From an optimization exercise on the open Yosys and OpenROAD flow, aimed at small area; shortcuts taken in it are not production practice. Where RTL was checked, it was by simulation tests only, not by an equivalence proof against the original. No activity file was given, so power comes from the tool's default toggle rates.

==> trial 31: inputs <==
// pcie_irq
module pcie_irq
(
   input            Clk_i,
   input            Rstn_i,
   input            MsixStructSChipSelect_i,
   input   [13:0]   MsixStructSAddress_i,
   input   [3:0]    MsixStructSByteEnable_i,
   input            MsixStructSRead_i,
   output  [31:0]   MsixStructSReadData_o,
   input            MsixStructSWrite_i,
   input   [31:0]   MsixStructSWriteData_i,
   output           MsixStructSWaitRequest_o,
   output           MsixMWrite_o,
   output  [63:0]   MsixMAddress_o,
   output  [31:0]   MsixMWriteData_o,
   output  [3:0]    MsixMByteEnable_o,
   input            MsixMWaitRequest_i,
   input   [31:0]   Irq_i,
   input   [81:0]   MsiIntfc_i,
   input   [15:0]   MsixIntfc_i,
   output           IntxReq_o,
   input            IrqRead_i,
   output  [31:0]   IrqReadData_o,
  input    [31:0]   MaskWritedata_i,
  input             MaskRead_i,
  input             MaskWrite_i,
  input    [3:0]    MaskByteenable_i,
  output   [31:0]   MaskReaddata_o,
  output            MaskWaitrequest_o
);
reg  [31:0] ena_state;
always @(posedge Clk_i or negedge Rstn_i)
  if (!Rstn_i)
    ena_state <= 32'hF;
  else if (MaskWrite_i)
    ena_state <= MaskWritedata_i;
wire [31:0] irq_masked = Irq_i & ena_state;
assign MaskReaddata_o    = ena_state;
assign MaskWaitrequest_o = 1'b0;
reg  [31:0] irq_readdata;
always @(posedge Clk_i)
  if (IrqRead_i)
  ...
export LEC_CHECK = 0
export CAP_MARGIN = 20
export CORE_MARGIN = 2
export CORE_UTILIZATION = 40
export SLEW_MARGIN = 20
create_clock -name core_clock -period 10.0 [get_ports {Clk_i}]
standard.sh (not shown) runs the stock make flow with config.mk's settings and CLKGATE_MAP_FILE= SYNTH_SCRIPT=/design/flow/synth_recipe.tcl, a recipe that flattens the netlist after the stock synthesis.
==> flow/flow/run.sh <==
#!/bin/bash
set -euo pipefail
export BUFFER_PORTS_ARGS="-buffer_cell sky130_fd_sc_hd__buf_1"
export CTS_ARGS="-sink_clustering_enable -repair_clock_nets -sink_clustering_size 10 -sink_clustering_max_diameter 60 -buf_list sky130_fd_sc_hd__clkbuf_4 -dont_use_dummy_load"
bash standard.sh > standard_flow.log 2>&1
==> inputs of build 72, as changes to trial 31 <==
--- a/flow/design.v
+++ b/flow/design.v
@@ -232,16 +232,21 @@
   for (r = 0; r < 11; r = r + 1) begin : TAIL
     assign tails[r*32 +: 32] = ring[(r == 10 ? 31 : 3*r+2)*32 +: 32];
   end
 endgenerate
 wire [10:0] hring    = ring_of(aw);
-wire        host_cap = host_rwin & at_tail(aw, ktail, t2) & ~(wbuf_v & (wbuf_a == aw))
-                       & ~(hring[10] & (hs == H_READ));
-wire [31:0] tsel;
+wire        host_cap = host_rwin & at_tail(aw, ktail, t2) & ~(wbuf_v & (wbuf_a == aw));
+reg  [31:0] wbuf_d;
+integer q;
+always @* begin
+  wbuf_d = {32{mem_we}} & MsixStructSWriteData_i;
+  for (q = 0; q < 11; q = q + 1)
+    wbuf_d = wbuf_d | ({32{hring[q] & host_rwin}} & tails[q*32 +: 32]);
+end
 always @(posedge Clk_i) begin
   if (mem_we | host_cap)
-    wbuf <= mem_we ? MsixStructSWriteData_i : tsel;
+    wbuf <= wbuf_d;
   if (mem_we)
     wbuf_a <= aw;
   wbuf_v <= wbuf_v_nx;
 end
 localparam G_IDLE  = 4'd0;
@@ -391,54 +396,26 @@
 wire [1:0]  gd     = gcap[1:0];
 wire [4:0]  gword  = {1'b0, arb_i, gi};
 wire [10:0] gring  = ring_of(gword);
 wire        g_old  = (gd == 2'd0) | ((gd == 2'd1) & ~land1) | ((gd == 2'd2) & ~land1 & ~land2);
 wire        g_byp  = wbuf_v & (wbuf_a == gword) & g_old;
-reg         dv;           
-reg  [1:0]  di;           
-wire        g_use  = gen_cap & (gi != 2'd3) & ~host_cap;
-wire        g_dfr  = gen_cap & (gi != 2'd3) &  host_cap;
-wire [4:0]  dword  = {1'b0, arb_i, di};
-wire        dcap   = dv & at_tail(dword, ktail, t2);
-always @(posedge Clk_i)
-  if (gen_idle | dcap)
-    dv <= 1'b0;
-  else if (g_dfr) begin
-    dv <= 1'b1;
-    di <= gi;
-  end
-wire [10:0] tring = host_cap ? hring :
-                    dcap     ? ring_of(dword) :
-                    (g_use & ~g_byp) ? gring : 11'b0;
-wire        tbyp  = g_use & g_byp;
-reg  [31:0] tsel_r;
-integer q;
-always @* begin
-  tsel_r = {32{tbyp}} & wbuf;
-  for (q = 0; q < 11; q = q + 1)
-    tsel_r = tsel_r | ({32{tring[q]}} & tails[q*32 +: 32]);
-end
-assign tsel = tsel_r;
-reg vm_tail;
+reg  [31:0] gen_word;
 always @* begin
-  case (arb_i)
-    2'd0:    vm_tail = tails[1*32];    
-    2'd1:    vm_tail = tails[2*32];    
-    2'd2:    vm_tail = tails[3*32];    
-    default: vm_tail = tails[5*32];    
-  endcase
+  gen_word = g_byp ? wbuf : 32'b0;
+  for (q = 0; q < 6; q = q + 1)
+    gen_word = gen_word | ({32{gring[q] & ~g_byp}} & tails[q*32 +: 32]);
 end
 always @(posedge Clk_i or negedge Rstn_i)
   if (!Rstn_i)
     ev <= 1'b0;
   else if (gen_cap)
     ev <= 1'b1;
 always @(posedge Clk_i) begin
-  if ((g_use && gi == 2'd0) || (dcap && di == 2'd0)) e0 <= tsel;
-  if ((g_use && gi == 2'd1) || (dcap && di == 2'd1)) e1 <= tsel;
-  if ((g_use && gi == 2'd2) || (dcap && di == 2'd2)) e2 <= tsel;
-  if (gen_cap && gi == 2'd3) vmask <= g_byp ? wbuf[0] : vm_tail;
+  if (gen_cap && gi == 2'd0) e0 <= gen_word;
+  if (gen_cap && gi == 2'd1) e1 <= gen_word;
+  if (gen_cap && gi == 2'd2) e2 <= gen_word;
+  if (gen_cap && gi == 2'd3) vmask <= gen_word[0];
 end
 assign MsixStructSReadData_o = a13 ? {28'b0, pba} : wbuf;
 assign MsixMWrite_o      = (gs == G_MSIX) | (gs == G_MSI);
 wire   sel_entry         = msix_mode & ev;
 assign MsixMAddress_o    = sel_entry ? {e1, e0} : msix_mode ? 64'b0 : MsiIntfc_i[63:0];
Settings changed: CORE_UTILIZATION 40 to 55, PLACE_DENSITY set to 0.7.
==> inputs of build 45, as changes to trial 31 <==
--- a/flow/design.v
+++ b/flow/design.v
@@ -232,16 +232,21 @@
   for (r = 0; r < 11; r = r + 1) begin : TAIL
     assign tails[r*32 +: 32] = ring[(r == 10 ? 31 : 3*r+2)*32 +: 32];
   end
 endgenerate
 wire [10:0] hring    = ring_of(aw);
-wire        host_cap = host_rwin & at_tail(aw, ktail, t2) & ~(wbuf_v & (wbuf_a == aw))
-                       & ~(hring[10] & (hs == H_READ));
-wire [31:0] tsel;
+wire        host_cap = host_rwin & at_tail(aw, ktail, t2) & ~(wbuf_v & (wbuf_a == aw));
+reg  [31:0] wbuf_d;
+integer q;
+always @* begin
+  wbuf_d = {32{mem_we}} & MsixStructSWriteData_i;
+  for (q = 0; q < 11; q = q + 1)
+    wbuf_d = wbuf_d | ({32{hring[q] & host_rwin}} & tails[q*32 +: 32]);
+end
 always @(posedge Clk_i) begin
   if (mem_we | host_cap)
-    wbuf <= mem_we ? MsixStructSWriteData_i : tsel;
+    wbuf <= wbuf_d;
   if (mem_we)
     wbuf_a <= aw;
   wbuf_v <= wbuf_v_nx;
 end
 localparam G_IDLE  = 4'd0;
@@ -391,54 +396,26 @@
 wire [1:0]  gd     = gcap[1:0];
 wire [4:0]  gword  = {1'b0, arb_i, gi};
 wire [10:0] gring  = ring_of(gword);
 wire        g_old  = (gd == 2'd0) | ((gd == 2'd1) & ~land1) | ((gd == 2'd2) & ~land1 & ~land2);
 wire        g_byp  = wbuf_v & (wbuf_a == gword) & g_old;
-reg         dv;           
-reg  [1:0]  di;           
-wire        g_use  = gen_cap & (gi != 2'd3) & ~host_cap;
-wire        g_dfr  = gen_cap & (gi != 2'd3) &  host_cap;
-wire [4:0]  dword  = {1'b0, arb_i, di};
-wire        dcap   = dv & at_tail(dword, ktail, t2);
-always @(posedge Clk_i)
-  if (gen_idle | dcap)
-    dv <= 1'b0;
-  else if (g_dfr) begin
-    dv <= 1'b1;
-    di <= gi;
-  end
-wire [10:0] tring = host_cap ? hring :
-                    dcap     ? ring_of(dword) :
-                    (g_use & ~g_byp) ? gring : 11'b0;
-wire        tbyp  = g_use & g_byp;
-reg  [31:0] tsel_r;
-integer q;
-always @* begin
-  tsel_r = {32{tbyp}} & wbuf;
-  for (q = 0; q < 11; q = q + 1)
-    tsel_r = tsel_r | ({32{tring[q]}} & tails[q*32 +: 32]);
-end
-assign tsel = tsel_r;
-reg vm_tail;
+reg  [31:0] gen_word;
 always @* begin
-  case (arb_i)
-    2'd0:    vm_tail = tails[1*32];    
-    2'd1:    vm_tail = tails[2*32];    
-    2'd2:    vm_tail = tails[3*32];    
-    default: vm_tail = tails[5*32];    
-  endcase
+  gen_word = g_byp ? wbuf : 32'b0;
+  for (q = 0; q < 6; q = q + 1)
+    gen_word = gen_word | ({32{gring[q] & ~g_byp}} & tails[q*32 +: 32]);
 end
 always @(posedge Clk_i or negedge Rstn_i)
   if (!Rstn_i)
     ev <= 1'b0;
   else if (gen_cap)
     ev <= 1'b1;
 always @(posedge Clk_i) begin
-  if ((g_use && gi == 2'd0) || (dcap && di == 2'd0)) e0 <= tsel;
-  if ((g_use && gi == 2'd1) || (dcap && di == 2'd1)) e1 <= tsel;
-  if ((g_use && gi == 2'd2) || (dcap && di == 2'd2)) e2 <= tsel;
-  if (gen_cap && gi == 2'd3) vmask <= g_byp ? wbuf[0] : vm_tail;
+  if (gen_cap && gi == 2'd0) e0 <= gen_word;
+  if (gen_cap && gi == 2'd1) e1 <= gen_word;
+  if (gen_cap && gi == 2'd2) e2 <= gen_word;
+  if (gen_cap && gi == 2'd3) vmask <= gen_word[0];
 end
 assign MsixStructSReadData_o = a13 ? {28'b0, pba} : wbuf;
 assign MsixMWrite_o      = (gs == G_MSIX) | (gs == G_MSI);
 wire   sel_entry         = msix_mode & ev;
 assign MsixMAddress_o    = sel_entry ? {e1, e0} : msix_mode ? 64'b0 : MsiIntfc_i[63:0];
==> comparison <==
The highest wire length belongs to trial 31, the lowest to build 72. The lowest die area belongs to build 72, the highest to trial 31. The lowest power belongs to build 72, the highest to trial 31. The lowest first-iteration DRC count belongs to build 45, the highest to build 72. Combinational power: trial 31 is lower than build 45 (about 7%). Register-to-register slack, highest first: build 72, build 45, trial 31. Against build 45, the non-clock buffer count of build 72 is lower by 5. The highest setup slack belongs to build 72, the lowest to trial 31. Between build 72 and trial 31, the lower synthesized cell count is in build 72 (gap 4.9%, measured against trial 31).
Function not checked in trial 31: the RTL went through the layout flow alone.

==> afterwards: timing with drivers on the ports <==
In the flow no input, the clock included, has a driving cell. The finished layouts below were timed again as built, in two steps. Step 1: set_driving_cell puts a clkbuf_16 on Clk_i and a buf_2 on each other input, an assumption about the parent block. Step 2 moves the port delays by t, midway between the first and last clock arrival at a register: inputs arrive t later, outputs are due t later. That takes back most of the time a late clock gives input paths. Slacks: no drivers / after step 1 / after step 2; pairs: no drivers / after step 1.
run	t (ns)	setup slack, ns	worst setup path after step 2	clock arrival spread, ns
trial 31	1.075	3.996 / 3.948 / 3.948	input to output	0.149 / 0.149
build 72	1.046	4.336 / 4.302 / 4.302	input to output	0.100 / 0.099
build 45	1.041	4.224 / 4.177 / 4.177	input to output	0.112 / 0.112
After both steps every run listed still meets setup and hold. The setup slack of trial 31, which loses most, moves by -0.048 ns with the drivers and by -0.048 ns with both steps.
